Background: an optimization exercise with open tools, aiming at small area. Do not read the settings as production practice.
Where RTL was checked, it was by simulation tests only, not by an equivalence proof against the original.
Function not checked in run 4: the RTL went through the layout flow alone.
The clock port is modelled as an ideal driver, which makes a skipped or thinned clock tree look cheaper than it is; a real chip needs a root buffer or a tree.
Power is estimated from default activity; no workload was simulated.

### flow/flow/run.sh
#!/bin/bash
# Layout flow: the standard flow, except that synthesis maps the logic with an
# area-oriented ABC script (flow/abc_area.script). Synthesis is ORFS's own
# script run from a copy of ORFS's scripts folder in which abc_area.script is
# replaced, with ABC_AREA=1 and without mapping adders to adder cells first, so
# that ABC maps the counters too; registers and names are as in the standard
# synthesis. The steps after synthesis are the standard flow, except that
# clock tree synthesis adds no dummy loads and the ports get buf_1 buffers.
set -euo pipefail
cp -r "$FLOW_HOME/scripts" synth_scripts
cp flow/abc_area.script synth_scripts/abc_area.script
bash standard.sh SCRIPTS_DIR="$PWD/synth_scripts" ABC_AREA=1 ADDER_MAP_FILE= synth > synth.log 2>&1
bash standard.sh "CTS_ARGS=-sink_clustering_enable -repair_clock_nets -dont_use_dummy_load -sink_clustering_size 17 -sink_clustering_max_diameter 1000 -sink_clustering_levels 1" \
  "BUFFER_PORTS_ARGS=-buffer_cell sky130_fd_sc_hd__buf_1" > layout.log 2>&1
### flow/flow/abc_area.script
strash
&get -n
&st
&deepsyn -T 60
&put
dch -f
amap
topo
### flow/design.v
module Uart_ClkDiv(Sys_CLK,Sys_RST,Uart_CE);
input Sys_CLK;
input Sys_RST;
output Uart_CE;
reg [8:0]Div;
assign Uart_CE = Div[8] && (Div[6:1] == 6'b000001);    
always@(posedge Sys_CLK or negedge Sys_RST)
begin
	if(!Sys_RST)
		Div <= 9'b001010110;
	else
		Div <= {Div[7:0], (Div[8] ^ Div[4]) & ~Uart_CE};
end
endmodule
module Uart_Tx(Sys_CLK,Sys_RST,Uart_CE,Fin,Err_Rx,Data_Rx,Hold,Shift,Signal_Tx);
input Sys_CLK;
input Sys_RST;
input Uart_CE;
input Fin;
input Err_Rx;
input [7:0]Data_Rx;
output Hold;
output Shift;
output Signal_Tx;
reg Signal_Tx;
reg [3:0]Char_Cnt;
reg [3:0]Tx_Hi;
reg [3:0]Tx_Lo;
wire [7:0]Tx_Cnt = {Tx_Hi, Tx_Lo};
reg [7:0]Cnt;
reg Presult;
reg [1:0]Data_Hi;
wire Busy = (Char_Cnt != 4'd0);
wire Trig = Fin && !Busy && !(Tx_Cnt[7:4] == 4'hE && !Tx_Cnt[0]);
wire Last = (Char_Cnt[2:0] == 3'd7);
wire Long = Last || (Char_Cnt == 4'd1);
wire Load = Busy && (Cnt[7:1] == 7'h7F) && (Cnt[0] || !Long);
wire Stop = Tx_Cnt[7] && !Tx_Cnt[6] && Tx_Cnt[4];
wire Late = Tx_Cnt[7] ? !Tx_Cnt[6] : (Tx_Cnt[6] && (Tx_Cnt[5] || Tx_Cnt[4]));
wire Upd = Uart_CE && (Tx_Cnt[3:0] == 4'd0);
assign Hold = Busy && !(Last && Late);
assign Shift = Upd && (Char_Cnt == 4'd15) && !Tx_Cnt[7] && !(Tx_Cnt[6] && Tx_Cnt[5]);
reg Bit;
always@(*)
begin
	case(Char_Cnt)
		4'd8: Bit = 8'h52 >> Tx_Cnt[6:4];    
		4'd9: Bit = 8'h65 >> Tx_Cnt[6:4];    
		4'd10: Bit = 8'h74 >> Tx_Cnt[6:4];   
		4'd11: Bit = 8'h75 >> Tx_Cnt[6:4];   
		4'd12: Bit = 8'h72 >> Tx_Cnt[6:4];   
		4'd13: Bit = 8'h6E >> Tx_Cnt[6:4];   
		4'd14: Bit = 8'h3A >> Tx_Cnt[6:4];   
		4'd15: Bit = (Tx_Cnt[6] && Tx_Cnt[5]) ? Data_Hi[Tx_Cnt[4]] : Data_Rx[0];
		4'd2: Bit = 8'h45 >> Tx_Cnt[6:4];    
		4'd3: Bit = 8'h72 >> Tx_Cnt[6:4];    
		4'd4: Bit = 8'h72 >> Tx_Cnt[6:4];    
		4'd5: Bit = 8'h6F >> Tx_Cnt[6:4];    
		4'd6: Bit = 8'h72 >> Tx_Cnt[6:4];    
		4'd7: Bit = 8'h21 >> Tx_Cnt[6:4];    
		default: Bit = 8'h0D >> Tx_Cnt[6:4];
	endcase
end
wire [7:0]Tx_Nxt = (Uart_CE && Load) ? 8'hEE : Tx_Cnt + {7'd0, Uart_CE && !Stop};
always@(posedge Sys_CLK or negedge Sys_RST)
begin
	if(!Sys_RST)
		Tx_Hi <= 4'h9;
	else
		Tx_Hi <= Tx_Nxt[7:4];
end
always@(posedge Sys_CLK or negedge Sys_RST)
begin
	if(!Sys_RST)
	begin
		Char_Cnt <= 4'd0;
		Signal_Tx <= 1'b1;
	end
	else if(Uart_CE)
	begin
		if(Trig)
			Char_Cnt <= 4'd1;
		else if(Load)
		begin
			if(Char_Cnt == 4'd1)
				Char_Cnt <= Err_Rx ? 4'd2 : 4'd8;
			else if(Last)
				Char_Cnt <= 4'd0;
			else
				Char_Cnt <= Char_Cnt + 4'd1;
		end
		if(Tx_Cnt[3:0] == 4'd0)
		begin
			if(!Tx_Cnt[7])
				Signal_Tx <= Bit;
			else if(Tx_Cnt[6])
				Signal_Tx <= 1'b0;             
			else if(!Tx_Cnt[4])
				Signal_Tx <= Presult;          
			else
				Signal_Tx <= 1'b1;             
		end
	end
end
always@(posedge Sys_CLK)
begin
	Cnt <= (Uart_CE && (Trig || Load)) ? 8'd0 : Cnt + {7'd0, Uart_CE};
	Tx_Lo <= Tx_Nxt[3:0];
	if(Uart_CE && Trig)
		Data_Hi <= Data_Rx[7:6];
	if(Upd)
		Presult <= Tx_Cnt[7] ? 1'b0 : Presult ^ Bit;
end
endmodule
module Uart_Rx(Sys_CLK,RST,Uart_CE,Signal_Rx,Hold,Shift,Data_Rx,Err,Fin);
input Sys_CLK;
input RST;
input Uart_CE;
input Signal_Rx;
input Hold;
input Shift;
output [7:0]Data_Rx;
output Err;
output Fin;               
reg [7:0]Data_Rx;
reg Err;
reg RxBuf;
reg [2:0]Cnt_R;            
reg [4:0]Cnt_U;            
wire [7:0]Cnt = {Cnt_R[2:1], Cnt_U[4:1], Cnt_R[0], Cnt_U[0]};
wire Idle = Cnt[7] && Cnt[6];
wire End = Cnt[7] && !Cnt[6] && Cnt[5] && Cnt[3] && Cnt[1];    
wire Samp = Uart_CE && !Hold && (Cnt[3:0] == 4'd9) && (Cnt[7:4] != 4'd0);
assign Fin = Idle && Cnt[1];
wire [7:0]Cnt_Nxt = (Uart_CE && Idle && Cnt[0] && !RxBuf) ? 8'd1 :
                    (Uart_CE && (Idle || End)) ? {6'b110000, End, RxBuf} :
                    Cnt + {7'd0, Uart_CE};
always@(posedge Sys_CLK or negedge RST)
begin
	if(!RST)
	begin
		RxBuf <= 1'b1;
		Cnt_R <= 3'b110;
	end
	else
	begin
		if(Uart_CE)
			RxBuf <= Signal_Rx;
		Cnt_R <= {Cnt_Nxt[7:6], Cnt_Nxt[1]};
	end
end
always@(posedge Sys_CLK)
	Cnt_U <= {Cnt_Nxt[5:2], Cnt_Nxt[0]};
always@(posedge Sys_CLK)
begin
	if((Samp && Cnt[7:4] <= 4'd8) || Shift)    
		Data_Rx <= {Signal_Rx, Data_Rx[7:1]};
	if(Samp)
	begin
		if(Cnt[7:4] == 4'd1)
			Err <= Signal_Rx;
		else if(Cnt[7:4] == 4'd10)            
			Err <= Err | ~Signal_Rx;
		else                                  
			Err <= Err ^ Signal_Rx;
	end
end
endmodule
module Uart_Top(Sys_CLK,Sys_RST,Signal_Tx,Signal_Rx);
input Sys_CLK;
input Sys_RST;
input Signal_Rx;
output Signal_Tx;
wire Uart_CE;
wire [7:0]Data_Rx;
wire Err;
wire Fin;
wire Hold;
wire Shift;
Uart_ClkDiv Uart_ClkDiv(.Sys_CLK(Sys_CLK),.Sys_RST(Sys_RST),.Uart_CE(Uart_CE));
Uart_Rx Uart_Rx(.Sys_CLK(Sys_CLK),.RST(Sys_RST),.Uart_CE(Uart_CE),.Signal_Rx(Signal_Rx),.Hold(Hold),.Shift(Shift),
				.Data_Rx(Data_Rx),.Err(Err),.Fin(Fin));
Uart_Tx Uart_Tx(.Sys_CLK(Sys_CLK),.Sys_RST(Sys_RST),.Uart_CE(Uart_CE),.Fin(Fin),.Err_Rx(Err),
				.Data_Rx(Data_Rx),.Hold(Hold),.Shift(Shift),.Signal_Tx(Signal_Tx));
endmodule
### flow/config.mk
export PLATFORM = sky130hd
export DESIGN_NAME = Uart_Top
export DESIGN_NICKNAME = Uart_Top
export VERILOG_FILES = /design/flow/design.v
export SDC_FILE = /design/flow/constraint.sdc
export NUM_CORES = 4
export LEC_CHECK = 0
export CAP_MARGIN = 20
export CORE_MARGIN = 2
export CORE_UTILIZATION = 40
export SLEW_MARGIN = 20
### flow/standard.sh
#!/bin/bash
# synth_recipe.tcl (not shown) runs the flow's synth.tcl, then flattens the netlist and writes it again
# the make line also repeats each setting of config.mk as NAME=value (left out here)
make -C /OpenROAD-flow-scripts/flow DESIGN_CONFIG=/design/flow/config.mk WORK_HOME=/design/flow/orfs CLKGATE_MAP_FILE= SYNTH_SCRIPT=/design/flow/synth_recipe.tcl "${@:-finish}"
### flow/constraint.sdc
create_clock -name core_clock -period 5.0 [get_ports {Sys_CLK}]
set_input_delay 1.0000 -clock core_clock [delete_from_list [all_inputs] [get_ports {Sys_CLK}]]
set_output_delay 1.0000 -clock core_clock [all_outputs]
set_load 0.01 [all_outputs]
==> results of run 1 <==
state kept, by name, indices dropped and copies added (netlist names):
| signal | cells |
|---|---|
| Uart_ClkDiv.Div | 9 |
| Uart_Rx.Data_Rx | 8 |
| Uart_Tx.Cnt | 8 |
| Uart_Rx.Cnt_U | 5 |
| Uart_Tx.Char_Cnt | 4 |
| Uart_Tx.Tx_Hi | 4 |
| Uart_Tx.Tx_Lo | 4 |
| Uart_Rx.Cnt_R | 3 |
| Uart_Tx.Data_Hi | 2 |
| Uart_Rx.Err | 1 |
| Uart_Rx.RxBuf | 1 |
| Uart_Tx.Presult | 1 |
| Uart_Tx.Signal_Tx | 1 |
logic make-up (layout without fill, tap and decap cells):
family	after synthesis	count (layout)	synth area share
compound gates	57	57	0.169
buf+inv	28	38	0.0486
flops	51	51	0.584
simple gates	95	95	0.198
where the power goes:
group	switching, mW	internal (mW)
clock network	0.120	0.0906
registers	0	0.423
logic	0.00451	0.00122
total	0.125	0.514
per-stage QoR:
step / std cells / setup slack [ns]
CTS: 311 / 1.66
detailed placement: 306 / 1.68
floorplan: 231 / 1.91
global route: 311 / 1.29
finish: 311 / 1.74
global placement: 306 / 1.82
synthesized netlist by cell type:
library cell / count
nor2_1: 39
clkinv_1: 28
nand2_1: 19
dfxtp_1: 17
nor3_1: 16
o21ai_0: 15
dfrtp_1: 12
edfxtp_1: 12
a211oi_1: 10
dfstp_2: 10
a21oi_1: 9
o22ai_1: 6
and3_1: 5
nand3_1: 5
a31oi_1: 4
o21a_1: 3
o32ai_1: 3
and2_0: 2
nor4_1: 2
or3_1: 2
a2111oi_0: 1
a21boi_0: 1
a22oi_1: 1
nand4_1: 1
nor3b_1: 1
nor4bb_1: 1
o2111a_1: 1
o211ai_1: 1
o21bai_1: 1
o22a_1: 1
or2_0: 1
or4_1: 1
critical path, stage by stage, from the launching register on:
cell and delay (ns):
dfrtp_1 0.39, nor3_1 0.19, nor4bb_1 0.45, buf_4 0.22
clkinv_1 0.17, nor2_1 0.18, clkinv_1 0.13, a2111oi_0 0.51
o21ai_0 0.18, o21ai_0 0.43
worst max path at each step:
stage,start,to,slack [ns],cells past startpoint
3_3_place_gp,Uart_ClkDiv.Div[1],Uart_Rx.Data_Rx[0],1.82,8
5_1_grt,Uart_ClkDiv.Div[3],Uart_Tx.Char_Cnt[3],1.29,11
6_report,Uart_ClkDiv.Div[3],Uart_Rx.Data_Rx[0],1.74,9
2_1_floorplan,Uart_ClkDiv.Div[1],Uart_Rx.Data_Rx[0],1.91,7
3_5_place_dp,Uart_ClkDiv.Div[3],Uart_Rx.Data_Rx[3],1.68,7
4_1_cts,Uart_ClkDiv.Div[3],Uart_Rx.Data_Rx[1],1.66,7
cell usage in the layout (no fill, tap or decap), drive strengths merged, types with 3 or more instances in the layout:
cell type,Yosys,layout
clkinv,28,28
nor2,39,39
dfstp,10,10
clkbuf,0,5
o21a,3,3
buf,0,5
a31oi,4,4
o32ai,3,3
o21ai,15,15
dfxtp,17,17
nor3,16,16
a21oi,9,9
a211oi,10,10
nand2,19,19
nand3,5,5
edfxtp,12,12
o22ai,6,6
dfrtp,12,12
and3,5,5
cell type report:
type                    count  area (sq um)  area share
inverters                  28           105      0.0448
flip-flops and latches     51          1260       0.539
well taps                  70          87.6      0.0373
multi-input cells         152           795       0.339
repair buffers              5          26.3      0.0112
clock buffers               5          68.8      0.0293
per-layer routing:
layer	global-route usage	wire length [microns]
met5	0	0
met2	0.231	1870
met4	0.0500	42
met1	0.210	2070
met3	0.0349	151
==> flow_summary.ini, run 1 <==
[route]
dr.pass1.iters = 4
wl_mm = 4.14
via_count = 1616
drc_errors = 0
drt_iter0_drc = 99
via_per_inst = 5.20
drtAntennaViolNets = 0
avgRoutedWirePerCell_microns = 13.3

[clock_tree]
cts_buffer_depth = 2
cts.clk_slew.worst_paths_ns = 0.10
cts_resized = 0
cts.sinks = 51
h-tree-depth = 2
root_buffer = clkbuf_8
hold_buffers = 0
clk_latency_ns = 0.30
cts_tree = built
cts_setup_buffers = 0
cts-buffers-inserted = 5

[timing]
min_period_over_period = 0.653
worst_slew_pin_slew_ns = 1.05
final.setup_skew_ns = 0.0288
maxSlewViolCount = 0
hold_violations = 0
rsz0062_at_grt = no
hold_ws_ns = 0.358
period_needed_ns = 3.26
tns_ns = 0
finalSetupViolCount = 0
fmax_ghz = 0.306
relSlewSlack = 0.292

[power]
p_leak_nw = 0.844
powerDensity_nw_per_um2 = 272
vdd_ir_drop_max_uv = 196
power_uw = 639

[critical_path]
cp-start-kind = register
arrival_ns = 3.17
r2r_end = Uart_Rx.Data_Rx[0]
path_max_fanout = 8
r2r_cells = 9
reg2reg_setup_slack_ns = 1.74
r2r-start = Uart_ClkDiv.Div[3]
end_kind = register
crit_required_ns = 4.91
path_class = register to register

[grt]
grt_pass1_vias = 1592
grt_pass1_wl_mm = 7.30
grt_max_degree = 23
antenna_found_initial = 0
grtUsageTotal = 0.151
grt_overflow = 0

[run]
maxCapViolCount = 0

[synth]
syn_area_per_cell_sq_um = 9.37
synthTopCellsByArea = edfxtp_1 (17%), dfxtp_1 (16%), dfrtp_1 (14%)
yosysWarningCount = 3
netlist_area_sq_um = 2160
synth_seq_area_share = 0.584
netlist.area_leader.share = 0.167
yosysTopAreaCell = edfxtp_1
syn-num-nets = 234
syn_inst = 231
ys_seq_elements = 51
synthDistinctLibCells = 32

[floorplanning]
die_y_microns = 77.5
die_area_sq_um = 6010
design.core.area_sq_um = 5170
start_util = 0.418
num_rows = 26
die_x_microns = 77.5
ioPinCount = 4

[place]
dpl_cell_area_sq_um = 2280
globalplace.congestion = 0.845
port_buffers = 3
hpwl_mm = 3.00

[worst_hold_path]
min_to = Uart_ClkDiv.Div[1]
holdCritPathClass = register to register
holdPathStages = 0
min-delay-start = Uart_ClkDiv.Div[0]

[cells_and_area]
final_core_util = 0.454
nNetsFinal = 246
n_antenna_cell = 0
drive_above_1_share = 0.0705
finalInstanceArea_sq_um = 2350
fill_cells = 503
synthToLayoutAreaGrowth_pct = 8.44

[status]
status = complete, no violations
==> run 2: changes to the inputs <==
--- a/flow/flow/run.sh
+++ b/flow/flow/run.sh
@@ -12,3 +12,3 @@
 bash standard.sh SCRIPTS_DIR="$PWD/synth_scripts" ABC_AREA=1 ADDER_MAP_FILE= synth > synth.log 2>&1
-bash standard.sh "CTS_ARGS=-sink_clustering_enable -repair_clock_nets -dont_use_dummy_load -sink_clustering_size 17 -sink_clustering_max_diameter 1000 -sink_clustering_levels 1" \
+bash standard.sh "CTS_ARGS=-sink_clustering_enable -repair_clock_nets -dont_use_dummy_load" \
   "BUFFER_PORTS_ARGS=-buffer_cell sky130_fd_sc_hd__buf_1" > layout.log 2>&1
==> flow_summary.ini, run 2 <==
[power]
powerDensity_nw_per_um2 = 272
power.internal_uw = 514
vdd_ir_drop_max_uv = 196
p_clk_frac = 0.330
seqPwrFrac = 0.661
power.switching_uw = 125
p_leak_nw = 0.844
p_sw_frac = 0.195
p_comb_frac = 0.009

[critical_path]
cp-start-kind = register
crit_required_ns = 4.91
path_class = register to register
reg2reg_setup_slack_ns = 1.74
r2r_cells = 9
path_max_fanout = 8
end_kind = register
arrival_ns = 3.17

[synth]
synth_seq_area_share = 0.584
syn-num-nets = 234
synth_commonest_cells = nor2_1 (39), clkinv_1 (28), nand2_1 (19)
netlist.area_leader.share = 0.167
synthTopCellsByArea = edfxtp_1 (17%), dfxtp_1 (16%), dfrtp_1 (14%)
synthDistinctLibCells = 32
syn_inst = 231
ys.flop_type = dfxtp_1
syn_area_per_cell_sq_um = 9.37
synth_most_common_cell = nor2_1
yosysTopAreaCell = edfxtp_1
async_flop_share = 0.431
yosysWarningCount = 3
netlist_area_sq_um = 2160
ys_seq_elements = 51
synth_edf_count = 12

[grt]
grtUsageTotal = 0.151
grt_pass1_vias = 1592
grt_overflow = 0
antenna_found_initial = 0
grt_pass1_wl_mm = 7.30
grt_max_degree = 23

[clock_tree]
cts-buffers-inserted = 5
clk_latency_ns = 0.30
cts.sinks = 51
cts_setup_buffers = 0
cts_resized = 0
root_buffer = clkbuf_8
cts_buffer_depth = 2
hold_buffers = 0
h-tree-depth = 2
cts.clk_slew.worst_paths_ns = 0.10
cts_tree = built

[timing]
worst_slack_ns = 1.74
worst_slew_pin_slew_ns = 1.05
hold_violations = 0
relSlewSlack = 0.292
tns_ns = 0
final.setup_skew_ns = 0.0288
fmax_ghz = 0.306
period_needed_ns = 3.26
min_period_over_period = 0.653
finalSetupViolCount = 0
maxSlewViolCount = 0
rsz0062_at_grt = no

[cells_and_area]
synthToLayoutAreaGrowth_pct = 8.44
drive_above_1_share = 0.0705
n_antenna_cell = 0
top_register = Uart_ClkDiv.Div
largest_register_ff_count = 9
top_regs = Uart_ClkDiv.Div (9), Uart_Rx.Data_Rx (8), Uart_Tx.Cnt (8)
final_common_cell = nor2_1
nNetsFinal = 246
final_cell_mix = nor2_1 (39), clkinv_1 (28), nand2_1 (19)

[route]
dr.pass1.iters = 4
wl_mm = 4.14
drc_errors = 0
drtAntennaViolNets = 0
via_per_inst = 5.20
avgRoutedWirePerCell_microns = 13.3
via_count = 1616
drt_iter0_drc = 99

[floorplanning]
num_rows = 26
ioPinCount = 4
die_area_sq_um = 6010
die_x_microns = 77.5
die_y_microns = 77.5
start_util = 0.418
design.core.area_sq_um = 5170

[worst_hold_path]
holdCritPathClass = register to register
holdPathStages = 0

[place]
hpwl_mm = 3.00
port_buffers = 3
globalplace.congestion = 0.845
dpl_worst_slack_ns = 1.68

[status]
status = complete, no violations

[run]
maxCapViolCount = 0
[run 2: cell type report]
| cell class | instances | area [sq um] |
|---|---|---|
| timing repair buffer | 5 | 26.3 |
| fill | 503 | 2830 |
| sequential | 51 | 1260 |
| inverter | 28 | 105 |
| tap | 70 | 87.6 |
| clock buffer | 5 | 68.8 |
| multi-input combinational | 152 | 795 |
[run 2: kinds of logic (layout without fill, tap and decap cells)]
logic type      after synthesis  count (layout)  share of synthesized area
compound gates               57              57                      0.169
buf+inv                      28              38                     0.0486
simple gates                 95              95                      0.198
flops                        51              51                      0.584
[run 2: power by group through the flow]
stage | clock, mW | sequential (mW) | combinational, mW
finish | 0.211 | 0.423 | 0.00573
global route | 0.235 | 0.423 | 0.00682
CTS | 0.218 | 0.423 | 0.00615
detailed placement | 0 | 0.431 | 0.00607
global placement | 0 | 0.431 | 0.00594
floorplan | 0 | 0.431 | 0.000612
[run 2: critical path, cell delays in order (launching register included)]
cell,delay [ns]
dfrtp_1,0.39
nor3_1,0.19
nor4bb_1,0.45
buf_4,0.22
clkinv_1,0.17
nor2_1,0.18
clkinv_1,0.13
a2111oi_0,0.51
o21ai_0,0.18
o21ai_0,0.43
[run 2: worst paths after layout]
kind                               startpoint            endpoint
setup / recovery           Uart_ClkDiv.Div[3]  Uart_Rx.Data_Rx[0]
hold / removal             Uart_ClkDiv.Div[0]  Uart_ClkDiv.Div[1]
setup reg to reg           Uart_ClkDiv.Div[3]  Uart_Rx.Data_Rx[0]
hold reg to reg            Uart_ClkDiv.Div[0]  Uart_ClkDiv.Div[1]
max in group asynchronous             Sys_RST    Uart_Tx.Tx_Hi[3]
min in group asynchronous             Sys_RST    Uart_Tx.Tx_Hi[2]
[run 2: metal layers]
layer	wire, microns	global-route usage	vias to the layer above
met5	0	0	-
met4	42	0.0500	0
met3	151	0.0349	5
met2	1870	0.231	29
met1	2070	0.210	734
li1	-	-	848
[run 2: through the flow]
step	util	total power, mW	std cells	hold WS, ns	cell area (sq um)
after floorplan	-	0.432	231	0.331	2160
after global placement	0.440	0.437	306	0.338	2280
after detailed placement	0.440	0.437	306	0.339	2280
after CTS	0.454	0.647	311	0.363	2350
after global routing	0.454	0.665	311	0.367	2350
final	0.454	0.639	311	0.358	2350
==> run 3: changes to the inputs <==
==> flow/flow/run.sh (replaced) <==
#!/bin/bash
# Layout flow: the standard flow, except for the logic mapping in synthesis and
# two settings of the later steps.
#
# Synthesis is ORFS's own script (the standard flow's synth_recipe.tcl), run four times in
# parallel from copies of ORFS's scripts folder in which abc_area.script is
# replaced by one of flow/abc_area*.script, with ABC_AREA=1 and without
# mapping adders to adder cells first, so that ABC maps the counters too. The
# run with the smallest cell area is kept. Registers and names are as in the
# standard synthesis: only the mapping of the logic between them differs.
#
# The steps after synthesis are the standard flow, except that clock tree
# synthesis adds no dummy loads and the ports get buf_1 buffers.
set -euo pipefail
best=""
best_area=""
pids=()
for s in flow/abc_area*.script; do
  n=$(basename "$s" .script)
  cp -r "$FLOW_HOME/scripts" "scripts_$n"
  cp "$s" "scripts_$n/abc_area.script"
  bash standard.sh WORK_HOME="$PWD/orfs_$n" SCRIPTS_DIR="$PWD/scripts_$n" ABC_AREA=1 ADDER_MAP_FILE= \
    synth > "synth_$n.log" 2>&1 &
  pids+=($!)
done
for p in "${pids[@]}"; do wait "$p" || true; done
for s in flow/abc_area*.script; do
  n=$(basename "$s" .script)
  stat="orfs_$n/reports/sky130hd/Uart_Top/base/synth_stat.txt"
  [[ -f "orfs_$n/results/sky130hd/Uart_Top/base/1_synth.odb" && -f "$stat" ]] || continue
  a=$(awk '/Chip area for module/ {print $NF}' "$stat" | tail -1)
  echo "$n $a" >> synth_areas.log
  if [[ -z "$best" ]] || awk -v a="$a" -v b="$best_area" 'BEGIN {exit !(a < b)}'; then
    best="$n"; best_area="$a"
  fi
done
[[ -n "$best" ]]
echo "kept $best" >> synth_areas.log
rm -rf orfs
mv "orfs_$best" orfs
bash standard.sh "CTS_ARGS=-sink_clustering_enable -repair_clock_nets -dont_use_dummy_load" \
  "BUFFER_PORTS_ARGS=-buffer_cell sky130_fd_sc_hd__buf_1" > layout.log 2>&1
==> flow/flow/abc_area_2.script (new file) <==
strash
dc2
&get -n
&st
&deepsyn -T 60
&put
dch -f
amap
topo
==> flow/flow/abc_area_3.script (new file) <==
strash
&get -n
&st
&deepsyn -T 60
&put
dch -f
amap
strash
&get -n
&st
&deepsyn -T 40
&put
dch -f
amap
topo
==> flow/flow/abc_area_4.script (new file) <==
strash
&get -n
&st
&deepsyn -T 60 -S 7
&put
dch -f
amap
topo
==> flow_summary.ini, run 3 <==
[power]
p_leak_nw = 0.844
powerDensity_nw_per_um2 = 272
vdd_ir_drop_max_uv = 196
power_uw = 639

[timing]
relSlewSlack = 0.292
maxSlewViolCount = 0
min_period_over_period = 0.653
hold_violations = 0
finalSetupViolCount = 0
fmax_ghz = 0.306
period_needed_ns = 3.26
rsz0062_at_grt = no
worst_slew_pin_slew_ns = 1.05
tns_ns = 0
final.setup_skew_ns = 0.0288

[route]
drtAntennaViolNets = 0
drc_errors = 0
via_per_inst = 5.20
avgRoutedWirePerCell_microns = 13.3
via_count = 1616
drt_iter0_drc = 99
wl_mm = 4.14
dr.pass1.iters = 4

[synth]
ys_seq_elements = 51
netlist.area_leader.share = 0.167
yosysWarningCount = 3
synth_seq_area_share = 0.584
synth_edf_count = 12
yosysTopAreaCell = edfxtp_1
ys.flop_type = dfxtp_1
synthTopCellsByArea = edfxtp_1 (17%), dfxtp_1 (16%), dfrtp_1 (14%)
async_flop_share = 0.431
synth_most_common_cell = nor2_1
netlist_area_sq_um = 2160
synthDistinctLibCells = 32
syn-num-nets = 234
syn_inst = 231
synth_commonest_cells = nor2_1 (39), clkinv_1 (28), nand2_1 (19)
syn_area_per_cell_sq_um = 9.37

[grt]
use_met3 = 0.0349
grt_pass1_vias = 1592
grtUsageTotal = 0.151
grt_use_met1 = 0.210
grt_max_degree = 23
antenna_found_initial = 0
grt_overflow = 0
grt_pass1_wl_mm = 7.30
grt-busiest-layer = met2
met2_usage = 0.231

[status]
status = complete, no violations

[floorplanning]
design.core.area_sq_um = 5170
ioPinCount = 4
die_area_sq_um = 6010
num_rows = 26
start_util = 0.418
die_x_microns = 77.5
die_y_microns = 77.5

[clock_tree]
hold_buffers = 0
cts.clk_slew.worst_paths_ns = 0.10
cts.sinks = 51
cts_setup_buffers = 0
h-tree-depth = 2
cts_tree = built
cts_buffer_depth = 2
clk_latency_ns = 0.30
root_buffer = clkbuf_8
cts-buffers-inserted = 5
cts_resized = 0

[critical_path]
cp.buffers_inverters = 3
end_kind = register
r2r_end = Uart_Rx.Data_Rx[0]
cp-start-kind = register
r2r_cells = 9
crit_chain = nor3_1, nor4bb_1, buf_4, clkinv_1, nor2_1, clkinv_1, a2111oi_0, o21ai_0, o21ai_0
crit_required_ns = 4.91
cp_top_family = compound AO/OA/AOI/OAI gates
reg2reg_setup_slack_ns = 1.74
r2r-start = Uart_ClkDiv.Div[3]
critPathMaxStageDelay_ns = 0.51
arrival_ns = 3.17
path_class = register to register
slowest_stage = a2111oi_0
path_max_fanout = 8

[worst_hold_path]
min-delay-start = Uart_ClkDiv.Div[0]
min_to = Uart_ClkDiv.Div[1]
holdPathStages = 0
holdCritPathClass = register to register

[place]
port_buffers = 3
hpwl_mm = 3.00
globalplace.congestion = 0.845

[cells_and_area]
top_register = Uart_ClkDiv.Div
n_antenna_cell = 0
final_cell_mix = nor2_1 (39), clkinv_1 (28), nand2_1 (19)
final_common_cell = nor2_1
nNetsFinal = 246
largest_register_ff_count = 9
top_regs = Uart_ClkDiv.Div (9), Uart_Rx.Data_Rx (8), Uart_Tx.Cnt (8)
synthToLayoutAreaGrowth_pct = 8.44
drive_above_1_share = 0.0705

[run]
maxCapViolCount = 0
-- run 3: through the flow --
step                worst slack (ns)  utilization  instances  hold slack, ns  area, sq um
floorplan                       1.91            -        231           0.331         2160
global placement                1.82        0.440        306           0.338         2280
detailed placement              1.68        0.440        306           0.339         2280
global route                    1.29        0.454        311           0.367         2350
CTS                             1.66        0.454        311           0.363         2350
finish                          1.74        0.454        311           0.358         2350
-- run 3: cell families after synthesis --
logic type      count (synthesis)  share of synthesized area
simple gates                   95                      0.198
compound gates                 57                      0.169
flops                          51                      0.584
buf+inv                        28                     0.0486
-- run 3: layout make-up --
cell class | instances | area (sq um)
multi-input combinational | 152 | 795
sequential | 51 | 1260
inverter | 28 | 105
tap | 70 | 87.6
timing repair buffer | 5 | 26.3
clock buffer | 5 | 68.8
fill | 503 | 2830
-- run 3: worst max path at each step --
stage | start | endpoint | slack [ns] | cells past startpoint
after floorplan | Uart_ClkDiv.Div[1] | Uart_Rx.Data_Rx[0] | 1.91 | 7
after global placement | Uart_ClkDiv.Div[1] | Uart_Rx.Data_Rx[0] | 1.82 | 8
after detailed placement | Uart_ClkDiv.Div[3] | Uart_Rx.Data_Rx[3] | 1.68 | 7
after CTS | Uart_ClkDiv.Div[3] | Uart_Rx.Data_Rx[1] | 1.66 | 7
after global routing | Uart_ClkDiv.Div[3] | Uart_Tx.Char_Cnt[3] | 1.29 | 11
final | Uart_ClkDiv.Div[3] | Uart_Rx.Data_Rx[0] | 1.74 | 9
-- run 3: per-layer routing --
layer  up-vias  wire length (microns)
li1        848                      -
met1       734                   2070
met2        29                   1870
met3         5                    151
met4         0                     42
met5         -                      0
-- run 3: worst reg2reg max path, stage by stage (launching register included) --
cell and delay, ns:
dfrtp_1 0.39, nor3_1 0.19, nor4bb_1 0.45, buf_4 0.22, clkinv_1 0.17, nor2_1 0.18
clkinv_1 0.13, a2111oi_0 0.51, o21ai_0 0.18, o21ai_0 0.43
-- run 3: power breakdown --
group          internal [mW]  switching, mW
logic                0.00122        0.00451
registers              0.423              0
clock network         0.0906          0.120
==> run 4: changes to the inputs <==
--- a/flow/design.v
+++ b/flow/design.v
@@ -34,4 +34,4 @@
 wire Trig = Fin && !Busy && !(Tx_Cnt[7:4] == 4'hE && !Tx_Cnt[0]);
-wire Last = (Char_Cnt[2:0] == 3'd7);
-wire Long = Last || (Char_Cnt == 4'd1);
+wire Last = (Char_Cnt == 4'd10) || (Char_Cnt == 4'd2);
+wire Long = Last || (Char_Cnt == 4'd8);
 wire Load = Busy && (Cnt[7:1] == 7'h7F) && (Cnt[0] || !Long);
@@ -41,3 +41,3 @@
 assign Hold = Busy && !(Last && Late);
-assign Shift = Upd && (Char_Cnt == 4'd15) && !Tx_Cnt[7] && !(Tx_Cnt[6] && Tx_Cnt[5]);
+assign Shift = Upd && (Char_Cnt == 4'd10) && !Tx_Cnt[7] && !(Tx_Cnt[6] && Tx_Cnt[5]);
 reg Bit;
@@ -46,17 +46,37 @@
 	case(Char_Cnt)
-		4'd8: Bit = 8'h52 >> Tx_Cnt[6:4];    
-		4'd9: Bit = 8'h65 >> Tx_Cnt[6:4];    
-		4'd10: Bit = 8'h74 >> Tx_Cnt[6:4];   
-		4'd11: Bit = 8'h75 >> Tx_Cnt[6:4];   
-		4'd12: Bit = 8'h72 >> Tx_Cnt[6:4];   
-		4'd13: Bit = 8'h6E >> Tx_Cnt[6:4];   
-		4'd14: Bit = 8'h3A >> Tx_Cnt[6:4];   
-		4'd15: Bit = (Tx_Cnt[6] && Tx_Cnt[5]) ? Data_Hi[Tx_Cnt[4]] : Data_Rx[0];
-		4'd2: Bit = 8'h45 >> Tx_Cnt[6:4];    
-		4'd3: Bit = 8'h72 >> Tx_Cnt[6:4];    
-		4'd4: Bit = 8'h72 >> Tx_Cnt[6:4];    
+		4'd9: Bit = 8'h52 >> Tx_Cnt[6:4];    
+		4'd3: Bit = 8'h65 >> Tx_Cnt[6:4];    
+		4'd12: Bit = 8'h74 >> Tx_Cnt[6:4];   
+		4'd14: Bit = 8'h75 >> Tx_Cnt[6:4];   
+		4'd15: Bit = 8'h72 >> Tx_Cnt[6:4];   
+		4'd7: Bit = 8'h6E >> Tx_Cnt[6:4];   
+		4'd4: Bit = 8'h3A >> Tx_Cnt[6:4];   
+		4'd10: Bit = (Tx_Cnt[6] && Tx_Cnt[5]) ? Data_Hi[Tx_Cnt[4]] : Data_Rx[0];
+		4'd1: Bit = 8'h45 >> Tx_Cnt[6:4];    
+		4'd6: Bit = 8'h72 >> Tx_Cnt[6:4];    
+		4'd13: Bit = 8'h72 >> Tx_Cnt[6:4];    
 		4'd5: Bit = 8'h6F >> Tx_Cnt[6:4];    
-		4'd6: Bit = 8'h72 >> Tx_Cnt[6:4];    
-		4'd7: Bit = 8'h21 >> Tx_Cnt[6:4];    
+		4'd11: Bit = 8'h72 >> Tx_Cnt[6:4];    
+		4'd2: Bit = 8'h21 >> Tx_Cnt[6:4];    
 		default: Bit = 8'h0D >> Tx_Cnt[6:4];
+	endcase
+end
+reg [3:0]Char_Nxt;
+always@(*)
+begin
+	case(Char_Cnt)
+		4'd8: Char_Nxt = Err_Rx ? 4'd1 : 4'd9;
+		4'd9: Char_Nxt = 4'd3;
+		4'd3: Char_Nxt = 4'd12;
+		4'd12: Char_Nxt = 4'd14;
+		4'd14: Char_Nxt = 4'd15;
+		4'd15: Char_Nxt = 4'd7;
+		4'd7: Char_Nxt = 4'd4;
+		4'd4: Char_Nxt = 4'd10;
+		4'd1: Char_Nxt = 4'd6;
+		4'd6: Char_Nxt = 4'd13;
+		4'd13: Char_Nxt = 4'd5;
+		4'd5: Char_Nxt = 4'd11;
+		4'd11: Char_Nxt = 4'd2;
+		default: Char_Nxt = 4'd0;
 	endcase
@@ -81,12 +101,5 @@
 		if(Trig)
-			Char_Cnt <= 4'd1;
+			Char_Cnt <= 4'd8;
 		else if(Load)
-		begin
-			if(Char_Cnt == 4'd1)
-				Char_Cnt <= Err_Rx ? 4'd2 : 4'd8;
-			else if(Last)
-				Char_Cnt <= 4'd0;
-			else
-				Char_Cnt <= Char_Cnt + 4'd1;
-		end
+			Char_Cnt <= Char_Nxt;
 		if(Tx_Cnt[3:0] == 4'd0)
==> flow_summary.ini, run 4 <==
[status]
status = complete, no violations

[worst_hold_path]
holdCritPathClass = register to register

[power]
power_uw = 635
p_leak_nw = 0.840
powerDensity_nw_per_um2 = 269
vdd_ir_drop_max_uv = 156

[timing]
period_needed_ns = 2.73
hold_ws_ns = 0.362
hold_violations = 0
final.setup_skew_ns = 0.0125
fmax_ghz = 0.366
tns_ns = 0
finalSetupViolCount = 0
min_period_over_period = 0.546
maxSlewViolCount = 0
rsz0062_at_grt = no
worst_slew_pin_slew_ns = 0.646
worst_slack_ns = 2.27
relSlewSlack = 0.570

[cells_and_area]
multi_input_area_sq_um = 785
finalInstanceArea_sq_um = 2360
largest_register_ff_count = 9
drive_above_1_share = 0.0741
regArea_sq_um = 1260
top_register = Uart_ClkDiv.Div
final_core_util = 0.456
final_cell_mix = nor2_1 (44), clkinv_1 (34), nand2_1 (18)
nNetsFinal = 248
n_antenna_cell = 0
final_common_cell = nor2_1
fin_cells = 313
synthToLayoutAreaGrowth_pct = 8.77
top_regs = Uart_ClkDiv.Div (9), Uart_Rx.Data_Rx (8), Uart_Tx.Cnt (8)
fill_cells = 503

[place]
port_buffers = 3
globalplace.congestion = 0.810
hpwl_mm = 2.88
dp_cells = 308
dpl_worst_slack_ns = 1.93
dpl_cell_area_sq_um = 2280

[clock_tree]
cts.sinks = 51
cts.clk_slew.worst_paths_ns = 0.09
cts_tree = built
clk_latency_ns = 0.29
cts_resized = 0
hold_buffers = 0
cts_setup_buffers = 0
cts-buffers-inserted = 5
cts_buffer_depth = 2
h-tree-depth = 2
root_buffer = clkbuf_8

[route]
via_count = 1580
drt_iter0_drc = 148
dr.pass1.iters = 4
avgRoutedWirePerCell_microns = 12.4
drc_errors = 0
wl_mm = 3.88
drtAntennaViolNets = 0
via_per_inst = 5.05

[critical_path]
crit_required_ns = 5.22
arrival_ns = 2.95
end_kind = register
cp-start-kind = register
reg2reg_setup_slack_ns = 2.27
path_max_fanout = 6
path_class = register to register

[grt]
antenna_found_initial = 0
grt_pass1_wl_mm = 6.83
grt_pass1_vias = 1493
grt_overflow = 0
grtUsageTotal = 0.142
grt_max_degree = 23

[synth]
synthDistinctLibCells = 34
yosysTopAreaCell = edfxtp_1
netlist_area_sq_um = 2170
ys_seq_elements = 51
syn-num-nets = 236
yosysWarningCount = 3
syn_inst = 233
synth_seq_area_share = 0.583
synth_edf_count = 12
ys.flop_type = dfxtp_1
netlist.area_leader.share = 0.166
async_flop_share = 0.431
synthTopCellsByArea = edfxtp_1 (17%), dfxtp_1 (16%), dfrtp_1 (14%)
synth_most_common_cell = nor2_1
syn_area_per_cell_sq_um = 9.31
synth_commonest_cells = nor2_1 (44), clkinv_1 (34), nand2_1 (18)

[floorplanning]
start_util = 0.419
ioPinCount = 4
die_y_microns = 77.6
die_area_sq_um = 6030
die_x_microns = 77.6
num_rows = 26
design.core.area_sq_um = 5170

[run]
maxCapViolCount = 0
run 4: changes by cell type after synthesis, sizes merged, moves of 3 or more:
| cell | before | now |
|---|---|---|
| and3 | 5 | 1 |
| o21ai | 15 | 11 |
| a211oi | 10 | 7 |
| nor2 | 39 | 44 |
| nor3 | 16 | 13 |
| clkinv | 28 | 34 |
run 4: area by class of cell:
type	count	share of cell area
sequential	51	0.536
clock buffer	5	0.0292
tap	70	0.0371
inverter	34	0.0541
multi-input combinational	148	0.333
timing repair buffer	5	0.0111
run 4: critical path, cell delays in order (launching register included):
cell	delay, ns
dfstp_2	0.53
nor4bb_1	0.37
clkinv_1	0.27
a21oi_1	0.23
and2_0	0.24
and3_1	0.22
nand2_1	0.09
nor2_1	0.18
clkinv_1	0.11
nor2_1	0.18
clkinv_1	0.08
o221ai_1	0.15
run 4: power breakdown:
group	switching, mW	internal [mW]
combinational	0.00438	0.00112
clock	0.117	0.0904
sequential	0	0.422
total	0.121	0.514
run 4: cell families after synthesis:
group,synth area share
AND/OR/NAND/NOR,0.192
AO/OA/AOI/OAI,0.166
buffers and inverters,0.0589
flip-flops,0.583
run 4: worst paths after layout:
path | start | to | depth (start not counted)
hold / removal | Uart_ClkDiv.Div[1] | Uart_ClkDiv.Div[2] | 0
min in group asynchronous | Sys_RST | Uart_Tx.Tx_Hi[1] | 2
max in group asynchronous | Sys_RST | Uart_Tx.Tx_Hi[0] | 2
setup / recovery | Uart_ClkDiv.Div[1] | Uart_Tx.Tx_Hi[3] | 11
hold reg to reg | Uart_ClkDiv.Div[1] | Uart_ClkDiv.Div[2] | 0
setup reg to reg | Uart_ClkDiv.Div[1] | Uart_Tx.Tx_Hi[3] | 11
run 4: metal layers:
| metal | vias up | wire length [microns] | GRT usage | part of all wire |
|---|---|---|---|---|
| li1 | 846 | - | - | - |
| met1 | 716 | 2040 | 0.197 | 0.53 |
| met2 | 16 | 1710 | 0.210 | 0.44 |
| met3 | 2 | 107 | 0.0395 | 0.028 |
| met4 | 0 | 25 | 0.0571 | 0.0064 |
| met5 | - | 0 | 0 | 0 |
==> run 5: changes to the inputs <==
--- a/flow/design.v
+++ b/flow/design.v
@@ -34,4 +34,4 @@
 wire Trig = Fin && !Busy && !(Tx_Cnt[7:4] == 4'hE && !Tx_Cnt[0]);
-wire Last = (Char_Cnt == 4'd10) || (Char_Cnt == 4'd2);
-wire Long = Last || (Char_Cnt == 4'd8);
+wire Last = (Char_Cnt[2:0] == 3'd7);
+wire Long = Last || (Char_Cnt == 4'd1);
 wire Load = Busy && (Cnt[7:1] == 7'h7F) && (Cnt[0] || !Long);
@@ -41,3 +41,3 @@
 assign Hold = Busy && !(Last && Late);
-assign Shift = Upd && (Char_Cnt == 4'd10) && !Tx_Cnt[7] && !(Tx_Cnt[6] && Tx_Cnt[5]);
+assign Shift = Upd && (Char_Cnt == 4'd15) && !Tx_Cnt[7] && !(Tx_Cnt[6] && Tx_Cnt[5]);
 reg Bit;
@@ -46,37 +46,17 @@
 	case(Char_Cnt)
-		4'd9: Bit = 8'h52 >> Tx_Cnt[6:4];    
-		4'd3: Bit = 8'h65 >> Tx_Cnt[6:4];    
-		4'd12: Bit = 8'h74 >> Tx_Cnt[6:4];   
-		4'd14: Bit = 8'h75 >> Tx_Cnt[6:4];   
-		4'd15: Bit = 8'h72 >> Tx_Cnt[6:4];   
-		4'd7: Bit = 8'h6E >> Tx_Cnt[6:4];   
-		4'd4: Bit = 8'h3A >> Tx_Cnt[6:4];   
-		4'd10: Bit = (Tx_Cnt[6] && Tx_Cnt[5]) ? Data_Hi[Tx_Cnt[4]] : Data_Rx[0];
-		4'd1: Bit = 8'h45 >> Tx_Cnt[6:4];    
+		4'd8: Bit = 8'h52 >> Tx_Cnt[6:4];    
+		4'd9: Bit = 8'h65 >> Tx_Cnt[6:4];    
+		4'd10: Bit = 8'h74 >> Tx_Cnt[6:4];   
+		4'd11: Bit = 8'h75 >> Tx_Cnt[6:4];   
+		4'd12: Bit = 8'h72 >> Tx_Cnt[6:4];   
+		4'd13: Bit = 8'h6E >> Tx_Cnt[6:4];   
+		4'd14: Bit = 8'h3A >> Tx_Cnt[6:4];   
+		4'd15: Bit = (Tx_Cnt[6] && Tx_Cnt[5]) ? Data_Hi[Tx_Cnt[4]] : Data_Rx[0];
+		4'd2: Bit = 8'h45 >> Tx_Cnt[6:4];    
+		4'd3: Bit = 8'h72 >> Tx_Cnt[6:4];    
+		4'd4: Bit = 8'h72 >> Tx_Cnt[6:4];    
+		4'd5: Bit = 8'h6F >> Tx_Cnt[6:4];    
 		4'd6: Bit = 8'h72 >> Tx_Cnt[6:4];    
-		4'd13: Bit = 8'h72 >> Tx_Cnt[6:4];    
-		4'd5: Bit = 8'h6F >> Tx_Cnt[6:4];    
-		4'd11: Bit = 8'h72 >> Tx_Cnt[6:4];    
-		4'd2: Bit = 8'h21 >> Tx_Cnt[6:4];    
+		4'd7: Bit = 8'h21 >> Tx_Cnt[6:4];    
 		default: Bit = 8'h0D >> Tx_Cnt[6:4];
-	endcase
-end
-reg [3:0]Char_Nxt;
-always@(*)
-begin
-	case(Char_Cnt)
-		4'd8: Char_Nxt = Err_Rx ? 4'd1 : 4'd9;
-		4'd9: Char_Nxt = 4'd3;
-		4'd3: Char_Nxt = 4'd12;
-		4'd12: Char_Nxt = 4'd14;
-		4'd14: Char_Nxt = 4'd15;
-		4'd15: Char_Nxt = 4'd7;
-		4'd7: Char_Nxt = 4'd4;
-		4'd4: Char_Nxt = 4'd10;
-		4'd1: Char_Nxt = 4'd6;
-		4'd6: Char_Nxt = 4'd13;
-		4'd13: Char_Nxt = 4'd5;
-		4'd5: Char_Nxt = 4'd11;
-		4'd11: Char_Nxt = 4'd2;
-		default: Char_Nxt = 4'd0;
 	endcase
@@ -101,5 +81,12 @@
 		if(Trig)
-			Char_Cnt <= 4'd8;
+			Char_Cnt <= 4'd1;
 		else if(Load)
-			Char_Cnt <= Char_Nxt;
+		begin
+			if(Char_Cnt == 4'd1)
+				Char_Cnt <= Err_Rx ? 4'd2 : 4'd8;
+			else if(Last)
+				Char_Cnt <= 4'd0;
+			else
+				Char_Cnt <= Char_Cnt + 4'd1;
+		end
 		if(Tx_Cnt[3:0] == 4'd0)
==> flow/flow/run.sh (replaced) <==
#!/bin/bash
# Layout flow: the standard flow, except that synthesis maps the logic with an
# area-oriented ABC script (flow/abc_area.script). Synthesis is ORFS's own
# script run from a copy of ORFS's scripts folder in which abc_area.script is
# replaced, with ABC_AREA=1 and without mapping adders to adder cells first, so
# that ABC maps the counters too; registers and names are as in the standard
# synthesis. The steps after synthesis are the standard flow, except that
# clock tree synthesis adds no dummy loads and the ports get buf_1 buffers.
set -euo pipefail
cp -r "$FLOW_HOME/scripts" synth_scripts
cp flow/abc_area.script synth_scripts/abc_area.script
bash standard.sh SCRIPTS_DIR="$PWD/synth_scripts" ABC_AREA=1 ADDER_MAP_FILE= synth > synth.log 2>&1
bash standard.sh "CTS_ARGS=-sink_clustering_enable -repair_clock_nets -dont_use_dummy_load" \
  "BUFFER_PORTS_ARGS=-buffer_cell sky130_fd_sc_hd__buf_1" POST_CTS_TCL="$PWD/flow/post_cts.tcl" > layout.log 2>&1
==> flow/flow/post_cts.tcl (new file) <==
# Runs after clock tree synthesis (POST_CTS_TCL). The tree is a root buffer
# driving leaf buffers that drive the registers. The leaf with the fewest
# registers is removed and each of its registers moved to the nearest other
# leaf, and the root, which only drives the leaves, is made a clkbuf_2.
set block [ord::get_db_block]
set clk_net [$block findNet Sys_CLK]
set root ""
foreach it [$clk_net getITerms] {
  if {[$it isInputSignal] && [string match "sky130_fd_sc_hd__clkbuf_*" [[[$it getInst] getMaster] getName]]} {
    set root [$it getInst]
  }
}
if {$root eq ""} { error "post_cts: no root clock buffer" }
set root_out [[$root findITerm X] getNet]
set leaves {}
foreach it [$root_out getITerms] {
  set inst [$it getInst]
  if {$inst ne $root && [string match "sky130_fd_sc_hd__clkbuf_*" [[$inst getMaster] getName]]} {
    lappend leaves $inst
  }
}
puts "post_cts: root [$root getName], [llength $leaves] leaves"
if {[llength $leaves] >= 3} {
  set small ""
  set small_n 1000000
  foreach l $leaves {
    set n [llength [[[$l findITerm X] getNet] getITerms]]
    if {$n < $small_n} { set small $l; set small_n $n }
  }
  set small_net [[$small findITerm X] getNet]
  foreach it [$small_net getITerms] {
    if {[$it getInst] eq $small} { continue }
    set loc [[$it getInst] getLocation]
    set best ""
    set best_d 1e18
    foreach l $leaves {
      if {$l eq $small} { continue }
      set ll [$l getLocation]
      set d [expr {abs([lindex $loc 0] - [lindex $ll 0]) + abs([lindex $loc 1] - [lindex $ll 1])}]
      if {$d < $best_d} { set best $l; set best_d $d }
    }
    $it disconnect
    $it connect [[$best findITerm X] getNet]
  }
  puts "post_cts: removed [$small getName] and moved its [expr {$small_n - 1}] registers"
  [$small findITerm A] disconnect
  [$small findITerm X] disconnect
  odb::dbInst_destroy $small
  odb::dbNet_destroy $small_net
}
$root swapMaster [[ord::get_db] findMaster sky130_fd_sc_hd__clkbuf_2]
detailed_placement
check_placement -verbose
estimate_parasitics -placement
report_clock_min_period
removed: flow/flow/abc_area_2.script
removed: flow/flow/abc_area_3.script
removed: flow/flow/abc_area_4.script
==> flow_summary.ini, run 5 <==
[route]
dr.pass1.iters = 4
wl_mm = 4.10
via_count = 1604
avgRoutedWirePerCell_microns = 13.2
via_per_inst = 5.17
drc_errors = 0
drt_iter0_drc = 90
drtAntennaViolNets = 0

[grt]
grt_pass1_vias = 1579
antenna_found_initial = 0
grt_pass1_wl_mm = 7.19
grt_max_degree = 23
grt_overflow = 0
grtUsageTotal = 0.148

[timing]
fmax_ghz = 0.309
relSlewSlack = 0.290
worst_slew_pin_slew_ns = 1.05
hold_violations = 0
final.setup_skew_ns = 0.0150
finalSetupViolCount = 0
min_period_over_period = 0.647
rsz0062_at_grt = no
maxSlewViolCount = 0
period_needed_ns = 3.23
hold_ws_ns = 0.360
tns_ns = 0

[synth]
synth_edf_count = 12
synthTopCellsByArea = edfxtp_1 (17%), dfxtp_1 (16%), dfrtp_1 (14%)
syn_area_per_cell_sq_um = 9.37
synth_commonest_cells = nor2_1 (39), clkinv_1 (28), nand2_1 (19)
synth_seq_area_share = 0.584
synth_most_common_cell = nor2_1
ys_seq_elements = 51
netlist_area_sq_um = 2160
async_flop_share = 0.431
syn-num-nets = 234
ys.flop_type = dfxtp_1
yosysTopAreaCell = edfxtp_1
syn_inst = 231
synthDistinctLibCells = 32
netlist.area_leader.share = 0.167
yosysWarningCount = 3

[clock_tree]
cts.sinks = 51
cts.clk_slew.worst_paths_ns = 0.11
clk_latency_ns = 0.34

[power]
vdd_ir_drop_max_uv = 185
p_leak_nw = 0.834
powerDensity_nw_per_um2 = 258

[floorplanning]
num_rows = 26
design.core.area_sq_um = 5170
ioPinCount = 4
die_x_microns = 77.5
start_util = 0.418
die_y_microns = 77.5
die_area_sq_um = 6010

[place]
hpwl_mm = 3.00
globalplace.congestion = 0.845
dpl_cell_area_sq_um = 2280
port_buffers = 3
dp_cells = 306

[critical_path]
path_max_fanout = 8
end_kind = register
cp-start-kind = register
crit_required_ns = 4.97
arrival_ns = 3.21
path_class = register to register

[status]
status = complete, no violations

[cells_and_area]
n_antenna_cell = 0
top_register = Uart_ClkDiv.Div
top_regs = Uart_ClkDiv.Div (9), Uart_Rx.Data_Rx (8), Uart_Tx.Cnt (8)
fill_cells = 507
drive_above_1_share = 0.0667
final_core_util = 0.449
nNetsFinal = 245
fin_cells = 310
final_common_cell = nor2_1
finalInstanceArea_sq_um = 2320
final_cell_mix = nor2_1 (39), clkinv_1 (28), nand2_1 (19)
synthToLayoutAreaGrowth_pct = 7.40
largest_register_ff_count = 9

[worst_hold_path]
holdCritPathClass = register to register

[run]
maxCapViolCount = 0
run 5: cell count changes in the layout (fill, tap and decap cells not counted), sizes merged, moves of 3 or more:
| cell | change |
|---|---|
| clkinv | -6 |
| nor2 | -5 |
| and3 | +4 |
| o21ai | +4 |
| a211oi | +3 |
| nor3 | +3 |
run 5: kinds of logic (layout without fill, tap and decap cells):
kind of cell,Yosys count,after routing,share of synthesized area
flip-flops,51,51,0.584
buffers and inverters,28,37,0.0486
AO/OA/AOI/OAI,57,57,0.169
AND/OR/NAND/NOR,95,95,0.198
run 5: final timing paths:
check | from | endpoint | slack [ns] | cells after the start
worst min-delay path | Uart_ClkDiv.Div[0] | Uart_ClkDiv.Div[1] | 0.36 | 0
worst max-delay path | Uart_ClkDiv.Div[3] | Uart_Rx.Data_Rx[0] | 1.77 | 9
worst max register to register | Uart_ClkDiv.Div[3] | Uart_Rx.Data_Rx[0] | 1.77 | 9
max in group asynchronous | Sys_RST | Uart_Rx.RxBuf | 4.08 | 2
worst min register to register | Uart_ClkDiv.Div[0] | Uart_ClkDiv.Div[1] | 0.36 | 0
min in group asynchronous | Sys_RST | Uart_Tx.Char_Cnt[3] | 0.62 | 2
run 5: cell type report:
cell class,count,area [sq um],area share
tap,70,87.6,0.0377
inverter,28,105,0.0452
clock buffer,4,46.3,0.0199
multi-input combinational,152,795,0.342
sequential,51,1260,0.544
timing repair buffer,5,26.3,0.0113
run 5: per-stage QoR:
step / setup WS [ns] / total power [mW]
6_report: 1.77 / 0.599
3_5_place_dp: 1.68 / 0.437
5_1_grt: 1.32 / 0.623
3_3_place_gp: 1.82 / 0.437
2_1_floorplan: 1.91 / 0.432
run 5: where the power goes:
part	leakage (nW)	internal [mW]	switching, mW
clock	0.0257	0.0600	0.111
sequential	0.514	0.423	0
combinational	0.295	0.00122	0.00448
total	0.834	0.484	0.116
run 5: critical path, stage by stage (launching register included):
cell	delay [ns]
dfrtp_1	0.39
nor3_1	0.19
nor4bb_1	0.45
buf_4	0.22
clkinv_1	0.17
nor2_1	0.18
clkinv_1	0.13
a2111oi_0	0.51
o21ai_0	0.19
o21ai_0	0.44
run 5: per-layer routing:
layer | GRT usage | share of wire
met5 | 0 | 0
met4 | 0.0429 | 0.0066
met3 | 0.0326 | 0.021
met2 | 0.236 | 0.46
met1 | 0.203 | 0.51
==> run 6: changes to the inputs <==
--- a/flow/flow/post_cts.tcl
+++ b/flow/flow/post_cts.tcl
@@ -3,3 +3,3 @@
 # registers is removed and each of its registers moved to the nearest other
-# leaf, and the root, which only drives the leaves, is made a clkbuf_2.
+# leaf, and the root is removed.
 set block [ord::get_db_block]
@@ -50,3 +50,11 @@
 }
-$root swapMaster [[ord::get_db] findMaster sky130_fd_sc_hd__clkbuf_2]
+foreach it [$root_out getITerms] {
+  if {[$it getInst] eq $root} { continue }
+  $it disconnect
+  $it connect $clk_net
+}
+[$root findITerm A] disconnect
+[$root findITerm X] disconnect
+odb::dbInst_destroy $root
+odb::dbNet_destroy $root_out
 detailed_placement
==> flow_summary.ini, run 6 <==
[status]
status = complete, no violations

[floorplanning]
design.core.area_sq_um = 5170
die_area_sq_um = 6010
die_x_microns = 77.5
ioPinCount = 4
die_y_microns = 77.5
num_rows = 26
start_util = 0.418

[synth]
async_flop_share = 0.431
yosysTopAreaCell = edfxtp_1
netlist.area_leader.share = 0.167
ys.flop_type = dfxtp_1
syn_inst = 231
synthDistinctLibCells = 32
yosysWarningCount = 3
synth_commonest_cells = nor2_1 (39), clkinv_1 (28), nand2_1 (19)
synth_most_common_cell = nor2_1
syn_area_per_cell_sq_um = 9.37
syn-num-nets = 234
netlist_area_sq_um = 2160
synth_seq_area_share = 0.584
synthTopCellsByArea = edfxtp_1 (17%), dfxtp_1 (16%), dfrtp_1 (14%)
ys_seq_elements = 51
synth_edf_count = 12

[route]
wl_mm = 4.07
drc_errors = 0
drtAntennaViolNets = 0
dr.pass1.iters = 4
via_count = 1597
drt_iter0_drc = 105
avgRoutedWirePerCell_microns = 13.2
via_per_inst = 5.17

[worst_hold_path]
holdPathStages = 0
holdCritPathClass = register to register
min-delay-start = Uart_ClkDiv.Div[7]
min_to = Uart_ClkDiv.Div[8]

[critical_path]
r2r_cells = 9
path_class = register to register
slowest_stage = a2111oi_0
end_kind = register
path_max_fanout = 8
cp-start-kind = register
r2r-start = Uart_ClkDiv.Div[3]
r2r_end = Uart_Rx.Data_Rx[0]
arrival_ns = 3.03
critPathMaxStageDelay_ns = 0.51
crit_required_ns = 4.80
crit_chain = nor3_1, nor4bb_1, buf_4, clkinv_1, nor2_1, clkinv_1, a2111oi_0, o21ai_0, o21ai_0
reg2reg_setup_slack_ns = 1.76

[run]
maxCapViolCount = 0

[place]
dpl_worst_slack_ns = 1.68
globalplace.congestion = 0.845
dp_cells = 306
hpwl_mm = 3.00
port_buffers = 3

[clock_tree]
cts.sinks = 51
cts.clk_slew.worst_paths_ns = 0.11
clk_latency_ns = 0.16

[cells_and_area]
fin_cells = 309
nNetsFinal = 244
top_regs = Uart_ClkDiv.Div (9), Uart_Rx.Data_Rx (8), Uart_Tx.Cnt (8)
top_register = Uart_ClkDiv.Div
fill_cells = 505
final_common_cell = nor2_1
n_antenna_cell = 0
synthToLayoutAreaGrowth_pct = 7.17
largest_register_ff_count = 9
final_cell_mix = nor2_1 (39), clkinv_1 (28), nand2_1 (19)
drive_above_1_share = 0.0628

[timing]
relSlewSlack = 0.290
hold_violations = 0
min_period_over_period = 0.647
worst_slack_ns = 1.76
maxSlewViolCount = 0
period_needed_ns = 3.24
fmax_ghz = 0.309
finalSetupViolCount = 0
worst_slew_pin_slew_ns = 1.05
tns_ns = 0
rsz0062_at_grt = no
final.setup_skew_ns = 0.0142
hold_ws_ns = 0.360

[grt]
grt_max_degree = 23
grt_pass1_wl_mm = 7.16
grtUsageTotal = 0.146
antenna_found_initial = 0
grt_overflow = 0
grt_pass1_vias = 1567

[power]
p_leak_nw = 0.830
vdd_ir_drop_max_uv = 184
powerDensity_nw_per_um2 = 251
-- run 6: power breakdown --
part	internal [mW]	total [mW]	switching, mW
clock	0.0557	0.154	0.0987
sequential	0.423	0.423	0
combinational	0.00122	0.00568	0.00446
total	0.480	0.583	0.103
-- run 6: worst max-delay path: cells and delay by family, from the launching register on --
family / cells / cell delay, ns
compound gates: 3 / 1.14
simple gates: 3 / 0.82
buf+inv: 3 / 0.52
flops: 1 / 0.39
-- run 6: through the flow --
stage	total power, mW	utilization	cell area [sq um]
3_5_place_dp	0.437	0.440	2280
6_report	0.583	0.448	2320
2_1_floorplan	0.432	-	2160
5_1_grt	0.604	0.448	2320
3_3_place_gp	0.437	0.440	2280
-- run 6: logic make-up after synthesis --
group | count (synthesis) | synth area share
DFF | 51 | 0.584
and+or+nand+nor | 95 | 0.198
AOI/OAI and AO/OA | 57 | 0.169
buffers and inverters | 28 | 0.0486
-- run 6: layout make-up --
cell class,count,area [sq um],share of cell area
Clock buffer,3,41.3,0.0178
Inverter,28,105,0.0453
Multi-Input combinational cell,152,795,0.343
Sequential cell,51,1260,0.545
Tap cell,70,87.6,0.0378
Timing Repair Buffer,5,26.3,0.0113
-- run 6: metal layers --
layer,part of all wire,routed length (microns),GRT usage
met5,0,0,0
met4,0.0079,32,0.0375
met3,0.023,94,0.0256
met2,0.46,1870,0.236
met1,0.51,2070,0.203
-- run 6: worst max-delay path by stage --
stage | start | to | depth (start not counted)
after detailed placement | Uart_ClkDiv.Div[3] | Uart_Rx.Data_Rx[3] | 7
final | Uart_ClkDiv.Div[3] | Uart_Rx.Data_Rx[0] | 9
after global placement | Uart_ClkDiv.Div[1] | Uart_Rx.Data_Rx[0] | 8
after global routing | Uart_ClkDiv.Div[3] | Uart_Tx.Char_Cnt[3] | 11
after floorplan | Uart_ClkDiv.Div[1] | Uart_Rx.Data_Rx[0] | 7
==> run 7: changes to the inputs <==
--- a/flow/config.mk
+++ b/flow/config.mk
@@ -7,5 +7,5 @@
 export LEC_CHECK = 0
-export CAP_MARGIN = 20
+export CAP_MARGIN = 0
 export CORE_MARGIN = 2
 export CORE_UTILIZATION = 40
-export SLEW_MARGIN = 20
+export SLEW_MARGIN = 0
==> flow_summary.ini, run 7 <==
[floorplanning]
die_y_microns = 77.5
die_x_microns = 77.5
start_util = 0.418
design.core.area_sq_um = 5170
num_rows = 26
ioPinCount = 4
die_area_sq_um = 6010

[power]
powerDensity_nw_per_um2 = 251
p_leak_nw = 0.830
p_sw_frac = 0.177
power.switching_uw = 103
p_comb_frac = 0.010
p_clk_frac = 0.265
seqPwrFrac = 0.725
power.internal_uw = 480
vdd_ir_drop_max_uv = 184

[route]
avgRoutedWirePerCell_microns = 13.2
drtAntennaViolNets = 0
via_count = 1597
drt_iter0_drc = 105
drc_errors = 0
wl_mm = 4.07
via_per_inst = 5.17
dr.pass1.iters = 4

[synth]
synth_seq_area_share = 0.584
yosysTopAreaCell = edfxtp_1
netlist_area_sq_um = 2160
yosysWarningCount = 3
synth_edf_count = 12
ys_seq_elements = 51
synthTopCellsByArea = edfxtp_1 (17%), dfxtp_1 (16%), dfrtp_1 (14%)
ys.flop_type = dfxtp_1
syn_area_per_cell_sq_um = 9.37
async_flop_share = 0.431
syn-num-nets = 234
netlist.area_leader.share = 0.167
synth_most_common_cell = nor2_1
synthDistinctLibCells = 32
synth_commonest_cells = nor2_1 (39), clkinv_1 (28), nand2_1 (19)
syn_inst = 231

[critical_path]
crit_required_ns = 4.80
end_kind = register
arrival_ns = 3.03
cp.depth = 9
r2r_cells = 9
cp.buffers_inverters = 3
slowest_stage = a2111oi_0
path_max_fanout = 8
critPathMaxStageDelay_ns = 0.51
crit_chain = nor3_1, nor4bb_1, buf_4, clkinv_1, nor2_1, clkinv_1, a2111oi_0, o21ai_0, o21ai_0
cp-start-kind = register
cp_top_family = compound AO/OA/AOI/OAI gates
path_class = register to register

[timing]
maxSlewViolCount = 0
relSlewSlack = 0.290
period_needed_ns = 3.24
min_period_over_period = 0.647
worst_slew_pin_slew_ns = 1.05
tns_ns = 0
fmax_ghz = 0.309
final.setup_skew_ns = 0.0142
finalSetupViolCount = 0
rsz0062_at_grt = no
hold_violations = 0

[clock_tree]
cts.clk_slew.worst_paths_ns = 0.11
cts.sinks = 51
clk_latency_ns = 0.16

[status]
status = complete, no violations

[worst_hold_path]
holdCritPathClass = register to register
holdPathStages = 0

[grt]
grt_pass1_vias = 1567
antenna_found_initial = 0
grt_pass1_wl_mm = 7.16
grt_overflow = 0
grtUsageTotal = 0.146
grt_max_degree = 23

[cells_and_area]
top_register = Uart_ClkDiv.Div
top_regs = Uart_ClkDiv.Div (9), Uart_Rx.Data_Rx (8), Uart_Tx.Cnt (8)
nNetsFinal = 244
synthToLayoutAreaGrowth_pct = 7.17
final_core_util = 0.448
drive_above_1_share = 0.0628
final_common_cell = nor2_1
largest_register_ff_count = 9
n_antenna_cell = 0
final_cell_mix = nor2_1 (39), clkinv_1 (28), nand2_1 (19)

[place]
globalplace.congestion = 0.845
hpwl_mm = 3.00
port_buffers = 3

[run]
maxCapViolCount = 0
==> run 7: cell families after synthesis <==
logic type,share of synthesized area
and+or+nand+nor,0.198
buffers and inverters,0.0486
AOI/OAI and AO/OA,0.169
DFF,0.584
==> run 7: worst paths after layout <==
check / end / slack, ns / from
hold reg to reg: Uart_ClkDiv.Div[8] / 0.36 / Uart_ClkDiv.Div[7]
setup reg to reg: Uart_Rx.Data_Rx[0] / 1.76 / Uart_ClkDiv.Div[3]
setup / recovery: Uart_Rx.Data_Rx[0] / 1.76 / Uart_ClkDiv.Div[3]
hold / removal: Uart_ClkDiv.Div[8] / 0.36 / Uart_ClkDiv.Div[7]
min in group asynchronous: Uart_Tx.Char_Cnt[3] / 0.79 / Sys_RST
max in group asynchronous: Uart_Rx.RxBuf / 3.90 / Sys_RST
==> run 7: worst register-to-register path, cell delays in order, from the launching register on <==
cell and delay [ns]:
dfrtp_1 0.39, nor3_1 0.19, nor4bb_1 0.45, buf_4 0.22
clkinv_1 0.17, nor2_1 0.18, clkinv_1 0.13, a2111oi_0 0.51
o21ai_0 0.19, o21ai_0 0.44
==> run 7: final cells by class <==
class                   instances  area (sq um)
clock buffers                   3          41.3
fillers                       505          2850
inverters                      28           105
multi-input cells             152           795
flip-flops and latches         51          1260
well taps                      70          87.6
repair buffers                  5          26.3
==> run 7: routing by layer <==
layer	global-route usage	wire length (microns)	vias to the layer above
met4	0.0375	32	0
met1	0.203	2070	738
met3	0.0256	94	4
met2	0.236	1870	13
met5	0	0	-
li1	-	-	842
==> run 7: metrics by stage <==
| stage | hold slack, ns | area [sq um] | total power, mW | std cells | worst slack, ns |
|---|---|---|---|---|---|
| final | 0.360 | 2320 | 0.583 | 309 | 1.76 |
| after global placement | 0.338 | 2280 | 0.437 | 306 | 1.82 |
| after floorplan | 0.331 | 2160 | 0.432 | 231 | 1.91 |
| after detailed placement | 0.339 | 2280 | 0.437 | 306 | 1.68 |
| after global routing | 0.368 | 2320 | 0.604 | 309 | 1.32 |
==> run 7: power by group through the flow <==
stage | registers, mW | logic (mW) | clock network, mW
finish | 0.423 | 0.00568 | 0.154
global route | 0.423 | 0.00682 | 0.175
detailed placement | 0.431 | 0.00607 | 0
global placement | 0.431 | 0.00594 | 0
floorplan | 0.431 | 0.000612 | 0

re-timing with driven ports:
In the flow no input, the clock included, has a driving cell. The finished layouts below were timed again as built, in two steps. Step 1 (the two cells are an assumption about what drives the block):
set clk [get_ports {Sys_CLK}]
set_driving_cell -lib_cell sky130_fd_sc_hd__clkbuf_16 $clk
set_driving_cell -lib_cell sky130_fd_sc_hd__buf_2 [delete_from_list [all_inputs] $clk]
Step 2 adds t to the input delays and takes it off the output delays; t is the mean of the earliest and latest rising clock arrival at the registers after step 1. Input paths then give back, and output paths get back, about the clock's delay inside the block. a / b / c = no drivers / after step 1 / after step 2; a / b = the first two.
| run | shift t [ns] | setup WS [ns] | worst hold slack (ns) | worst register clock-pin slew, ns |
|---|---|---|---|---|
| run 1 | 0.318 | 1.736 / 1.736 / 1.736 | 0.358 / 0.358 / 0.358 | 0.10 / 0.10 |
| run 2 | 0.318 | 1.736 / 1.736 / 1.736 | 0.358 / 0.358 / 0.358 | 0.10 / 0.10 |
| run 3 | 0.318 | 1.736 / 1.736 / 1.736 | 0.358 / 0.358 / 0.358 | 0.10 / 0.10 |
| run 4 | 0.315 | 2.269 / 2.269 / 2.269 | 0.362 / 0.362 / 0.362 | 0.09 / 0.09 |
| run 5 | 0.355 | 1.766 / 1.766 / 1.766 | 0.360 / 0.360 / 0.360 | 0.11 / 0.11 |
| run 6 | 0.199 | 1.764 / 1.764 / 1.764 | 0.360 / 0.360 / 0.360 | 0.11 / 0.11 |
| run 7 | 0.199 | 1.764 / 1.764 / 1.764 | 0.360 / 0.360 / 0.360 | 0.11 / 0.11 |
After both steps setup and hold are still met in every run listed.
